What follows belongs to an exercise in optimizing a design on an open flow for small area; a production flow would make more cautious choices. Function was checked by simulation only, so behaviour that the tests miss may differ from the original. The flow treats the clock pin as an ideal source, which a real chip does not have. Power and IR drop assume default switching activity.

old:
==> module axi_stream_insert_header, before the edit <==
module axi_stream_insert_header#(
    parameter DATA_WD = 32,
    parameter DATA_BYTE_WD = DATA_WD / 8,
    parameter BYTE_CNT_WD = $clog2(DATA_BYTE_WD)
    )(
    input 						clk,
    input 						rst_n,
    input 						valid_in,
    input [DATA_WD-1 : 0]		data_in,
    input [DATA_BYTE_WD-1 : 0]	keep_in,
    input 						last_in,
    output 						ready_in,
    output 						valid_out,
    output [DATA_WD-1 : 0] 		data_out,
    output [DATA_BYTE_WD-1 : 0] keep_out,
    output 						last_out,
    input 						ready_out,
    input 						valid_insert,
    input [DATA_WD-1 : 0] 		header_insert,
    input [DATA_BYTE_WD-1 : 0] 	keep_insert,
    input [BYTE_CNT_WD : 0] 	byte_insert_cnt,
    output 						ready_insert
);
reg ins;         
reg rdy;         
reg vo;          
wire hs = valid_insert & rdy;
always @(posedge clk or negedge rst_n) begin
    if (!rst_n) begin
        ins <= 1'b0;
        rdy <= 1'b0;
    end else begin
        ins <= hs;
        rdy <= ~ins;
    end
end
always @(posedge clk or negedge rst_n) begin
    if (!rst_n)
        vo <= 1'b1;
    else
        vo <= ~(ins & rdy);
end
assign ready_insert = rdy;
assign valid_out    = vo;
reg l1, l2, p1, p2;
wire pulse = ~l1 & l2;
always @(posedge clk or negedge rst_n) begin
    if (!rst_n) begin
        l1 <= 1'b0;
        l2 <= 1'b0;
        p1 <= 1'b0;
        p2 <= 1'b0;
    end else begin
        l1 <= last_in;
        l2 <= l1;
        p1 <= pulse;
        p2 <= p1;
    end
end
assign ready_in = ~pulse;
assign last_out = p2;
wire c4 = (keep_insert == 4'b1111);
wire c3 = (keep_insert == 4'b0111);
wire c2 = (keep_insert == 4'b0011);
wire c1 = (keep_insert == 4'b0001);
wire cv = c4 | c3 | c2 | c1;
wire en = valid_in & ready_in;
reg [31:0] d1, d2;
reg [3:0]  kin;
reg        d1v, d2v;
always @(posedge clk) begin
    if (en) begin
        d1  <= data_in;
        d2  <= d1;
        kin <= keep_in;
    end
end
always @(posedge clk or negedge rst_n) begin
    if (!rst_n) begin
        d1v <= 1'b0;
        d2v <= 1'b0;
    end else if (en) begin
        d1v <= 1'b1;
        d2v <= d1v;
    end
end
reg [31:0] hdr;
reg [1:0]  ks;
reg        kv, hm0;
always @(posedge clk) begin
    if (hs & cv) begin
        hdr <= header_insert;
        ks  <= {c4 | c3, c4 | c2};
    end
end
always @(posedge clk or negedge rst_n) begin
    if (!rst_n) begin
        kv  <= 1'b0;
        hm0 <= 1'b0;
    end else if (hs) begin
        kv <= cv;
        if (cv)
            hm0 <= 1'b1;
    end
end
wire [3:0] hm = {4{hm0}} & {ks == 2'd3, ks[1], ks != 2'd0, 1'b1};
wire [3:0] k  = {4{kv}} & {ks == 2'd3, ks == 2'd2, ks == 2'd1, ks == 2'd0};
wire s4 = ins ? c4 : k[3];
wire s3 = ins ? c3 : k[2];
wire s2 = ins ? c2 : k[1];
wire s1 = ins ? c1 : k[0];
wire ld = s4 | s3 | s2 | s1;
wire [3:0] th = {4{ins & c4}} & hm;         
wire       t4 = ~ins & k[3] & d2v;          
wire       a3 = ins & c3, b3 = ~ins & k[2] & d2v;
wire       a2 = ins & c2, b2 = ~ins & k[1] & d2v;
wire       a1 = ins & c1, b1 = ~ins & k[0] & d2v;
wire       e3 = s3 & d1v, e2 = s2 & d1v, e1 = s1 & d1v;
wire [7:0] hi0 = header_insert[7:0],  hi1 = header_insert[15:8], hi2 = header_insert[23:16];
wire [7:0] q0 = d2[7:0], q1 = d2[15:8], q2 = d2[23:16], q3 = d2[31:24];
wire [7:0] r1 = d1[15:8], r2 = d1[23:16], r3 = d1[31:24];
reg [31:0] h;
reg        hv;
wire       nld = ~ld;
wire [7:0] h3 = h[31:24], h2 = h[23:16], h1 = h[15:8], h0 = h[7:0];
wire [7:0] hd3 = hdr[31:24], hd2 = hdr[23:16], hd1 = hdr[15:8], hd0 = hdr[7:0];
wire [7:0] g31 = ~(({8{th[3]}} & hd3) | ({8{t4}} & q3) | ({8{a3}} & hi2));
wire [7:0] g32 = ~(({8{b3}} & q2) | ({8{a2}} & hi1) | ({8{b2}} & q1));
wire [7:0] g33 = ~(({8{a1}} & hi0) | ({8{b1}} & q0) | ({8{nld}} & h3));
wire [7:0] g21 = ~(({8{th[2]}} & hd2) | ({8{t4}} & q2) | ({8{a3}} & hi1));
wire [7:0] g22 = ~(({8{b3}} & q1) | ({8{a2}} & hi0) | ({8{b2}} & q0));
wire [7:0] g23 = ~(({8{e1}} & r3) | ({8{nld}} & h2));
wire [7:0] g11 = ~(({8{th[1]}} & hd1) | ({8{t4}} & q1) | ({8{a3}} & hi0));
wire [7:0] g12 = ~(({8{b3}} & q0) | ({8{e2}} & r3) | ({8{e1}} & r2));
wire [7:0] g13 = ~({8{nld}} & h1);
wire [7:0] g01 = ~(({8{th[0]}} & hd0) | ({8{t4}} & q0) | ({8{e3}} & r3));
wire [7:0] g02 = ~(({8{e2}} & r2) | ({8{e1}} & r1) | ({8{nld}} & h0));
wire [7:0] hn3 = ~(g31 & g32 & g33);
wire [7:0] hn2 = ~(g21 & g22 & g23);
wire [7:0] hn1 = ~(g11 & g12 & g13);
wire [7:0] hn0 = ~(g01 & g02);
wire [31:0] hn = {hn3, hn2, hn1, hn0};
always @(posedge clk) begin
    h <= hn;
end
always @(posedge clk or negedge rst_n) begin
    if (!rst_n)
        hv <= 1'b0;
    else if (ld)
        hv <= 1'b1;
end
assign data_out = ({32{ready_out & hv}} & h) | ({32{~ready_out & d2v}} & d2);
reg [3:0] ko;
wire       kp4 = p2 & d1v & c4, kp3 = p2 & d1v & c3;
wire       kp2 = p2 & d1v & c2, kp1 = p2 & d1v & c1;
wire       khold = p2 & ~cv;
wire [3:0] kon = {4{vo}}
               | ({4{kp4}} & kin)
               | ({4{kp3}} & {kin[2:0], 1'b0})
               | ({4{kp2}} & {kin[1:0], 2'b0})
               | ({4{kp1}} & {kin[0],   3'b0})
               | ({4{khold}} & ko);
always @(posedge clk or negedge rst_n) begin
    if (!rst_n)
        ko <= 4'b0;
    else
        ko <= kon;
end
assign keep_out = ko;
endmodule
clock: 4.0 ns
lec_check: 0
cap_margin: 20
core_margin: 2
core_utilization: 40
gpl_timing_driven: 0
slew_margin: 20
standard.sh (not shown) runs the stock make flow with config.mk's settings and CLKGATE_MAP_FILE= SYNTH_SCRIPT=/design/flow/synth_recipe.tcl, a recipe that flattens the netlist after the stock synthesis.
==> flow/flow/run.sh <==
#!/bin/bash
# Layout flow: the standard ORFS flow (standard.sh), with
#  - the standard synthesis script, its ABC mapping step given an area-oriented script,
#  - port buffers of the smallest buffer cell (buf_1),
#  - CTS with small clock buffers and no dummy loads; afterwards (POST_CTS_TCL)
#    clock buffers whose sinks see a high estimated slew are upsized.
set -euo pipefail
W=$(pwd)
cat > "$W/synth_area.tcl" <<EOT
proc abc {args} {
  set i [lsearch \$args -script]
  lset args [expr {\$i + 1}] $W/flow/abc_area.script
  yosys abc {*}\$args
}
EOT
cat "$W/synth_recipe.tcl" >> "$W/synth_area.tcl"
bash "$W/standard.sh" \
  "SYNTH_SCRIPT=$W/synth_area.tcl" \
  "BUFFER_PORTS_ARGS=-buffer_cell sky130_fd_sc_hd__buf_1" \
  "CTS_ARGS=-sink_clustering_enable -repair_clock_nets -dont_use_dummy_load -buf_list {sky130_fd_sc_hd__clkbuf_4}" \
  "POST_CTS_TCL=$W/flow/upsize_clk.tcl" \
  finish > "$W/standard_make.log" 2>&1
==> flow/flow/abc_area.script <==
strash
&get -n
&st
&nf -R 1000 -p -a
&put
topo
==> flow/flow/upsize_clk.tcl <==
# After CTS: clock buffers whose clock pins see a high estimated slew are
# swapped for the next larger clock buffer, then placement is legalised again.
proc uck_run { th } {
  set block [ord::get_db_block]
  for {set pass 0} {$pass < 3} {incr pass} {
    estimate_parasitics -placement
    set changed 0
    foreach inst [$block getInsts] {
      set m [[$inst getMaster] getName]
      if {![string match sky130_fd_sc_hd__clkbuf_* $m]} { continue }
      set out [$inst findITerm X]
      set net [$out getNet]
      if {$net == "NULL"} { continue }
      set mx 0
      foreach it [$net getITerms] {
        if {[$it isOutputSignal]} { continue }
        set p [get_pins [$it getName]]
        set s [get_property $p slew_max]
        if {$s > $mx} { set mx $s }
      }
      if {$mx > $th} {
        set next ""
        switch $m {
          sky130_fd_sc_hd__clkbuf_2 { set next sky130_fd_sc_hd__clkbuf_4 }
          sky130_fd_sc_hd__clkbuf_4 { set next sky130_fd_sc_hd__clkbuf_8 }
          sky130_fd_sc_hd__clkbuf_8 { set next sky130_fd_sc_hd__clkbuf_16 }
        }
        if {$next ne ""} {
          puts "UCK: [$inst getName] $m -> $next (slew [format %.4f $mx])"
          replace_cell [$inst getName] $next
          incr changed
        }
      }
    }
    if {$changed == 0} { break }
  }
}
uck_run 0.115
detailed_placement
old closes out successfully: all stages finished, all timing, DRC and antenna checks passed.
diff inputs: old => new
diff --git a/flow/design.v b/flow/design.v
--- a/flow/design.v
+++ b/flow/design.v
@@ -85,4 +85,5 @@
     end
 end
+wire [3:0]  kins = kin & {4{d1v}};
 reg [31:0] hdr;
 reg [1:0]  ks;
@@ -152,18 +153,17 @@
 assign data_out = ({32{ready_out & hv}} & h) | ({32{~ready_out & d2v}} & d2);
 reg [3:0] ko;
-wire       kp4 = p2 & d1v & c4, kp3 = p2 & d1v & c3;
-wire       kp2 = p2 & d1v & c2, kp1 = p2 & d1v & c1;
-wire       khold = p2 & ~cv;
-wire [3:0] kon = {4{vo}}
-               | ({4{kp4}} & kin)
-               | ({4{kp3}} & {kin[2:0], 1'b0})
-               | ({4{kp2}} & {kin[1:0], 2'b0})
-               | ({4{kp1}} & {kin[0],   3'b0})
-               | ({4{khold}} & ko);
 always @(posedge clk or negedge rst_n) begin
     if (!rst_n)
         ko <= 4'b0;
-    else
-        ko <= kon;
+    else if (vo)
+        ko <= 4'b1111;
+    else if (p2) begin
+        if (cv)
+            ko <= ({4{c4}} & kins)
+                | ({4{c3}} & {kins[2:0], 1'b0})
+                | ({4{c2}} & {kins[1:0], 2'b0})
+                | ({4{c1}} & {kins[0],   3'b0});
+    end else
+        ko <= 4'b0;
 end
 assign keep_out = ko;
## What came out
- Re global-route usage: new and old aren't equal, and the higher value belongs to new.
- Comparing new and old, endpoint arrival time on the critical path is higher on new.
- new vs. old: worst setup slack went up by 0.022 ns.
- Lower number of standard cells after synthesis goes to old over new.
- Relative to old, fmax has gone up in new.
- Going from old to new, growth of design area from synthesis to finish shrinks by 0.30 points.
- new — final net count 7 higher, old as reference
- new against old: number of fill cells climbed 2.3%; placed cell area barely changed; final RePlAce weighted congestion climbed about 1.6%.
- Looking at new and old, the clock network fraction of design power is a wash.
- | design area | new vs old | ≈ equal |
- old vs new, slowest library cell on the worst path: and2_2 vs nor2_4

-- separate check: timing with driven ports --
How much do the figures lean on ideal ports? The routed layouts below were timed once more, with nothing changed but the port constraints.
Step 1 sets driving cells, clkbuf_16 on the clock port and buf_2 on the other inputs (assumed; they add their load-dependent delay and slew).
Step 2 moves the port delays by t, midway between the first and last clock arrival at a register: inputs arrive t later, outputs are due t later. That takes back most of the time a late clock gives input paths.
a / b / c = ideal ports / drivers / drivers and shift; a / b = the first two.
| run | t (ns) | slack for setup (ns) | hold WS [ns] |
|---|---|---|---|
| old | 0.397 | 1.129 / 1.099 / 0.838 | 0.357 / 0.357 / 0.357 |
| new | 0.395 | 1.152 / 1.161 / 0.775 | 0.380 / 0.380 / 0.380 |
After both steps setup and hold are still met in every run listed. For new, which loses most, drivers alone change the setup slack by +0.009 ns; drivers and shift together by -0.377 ns.
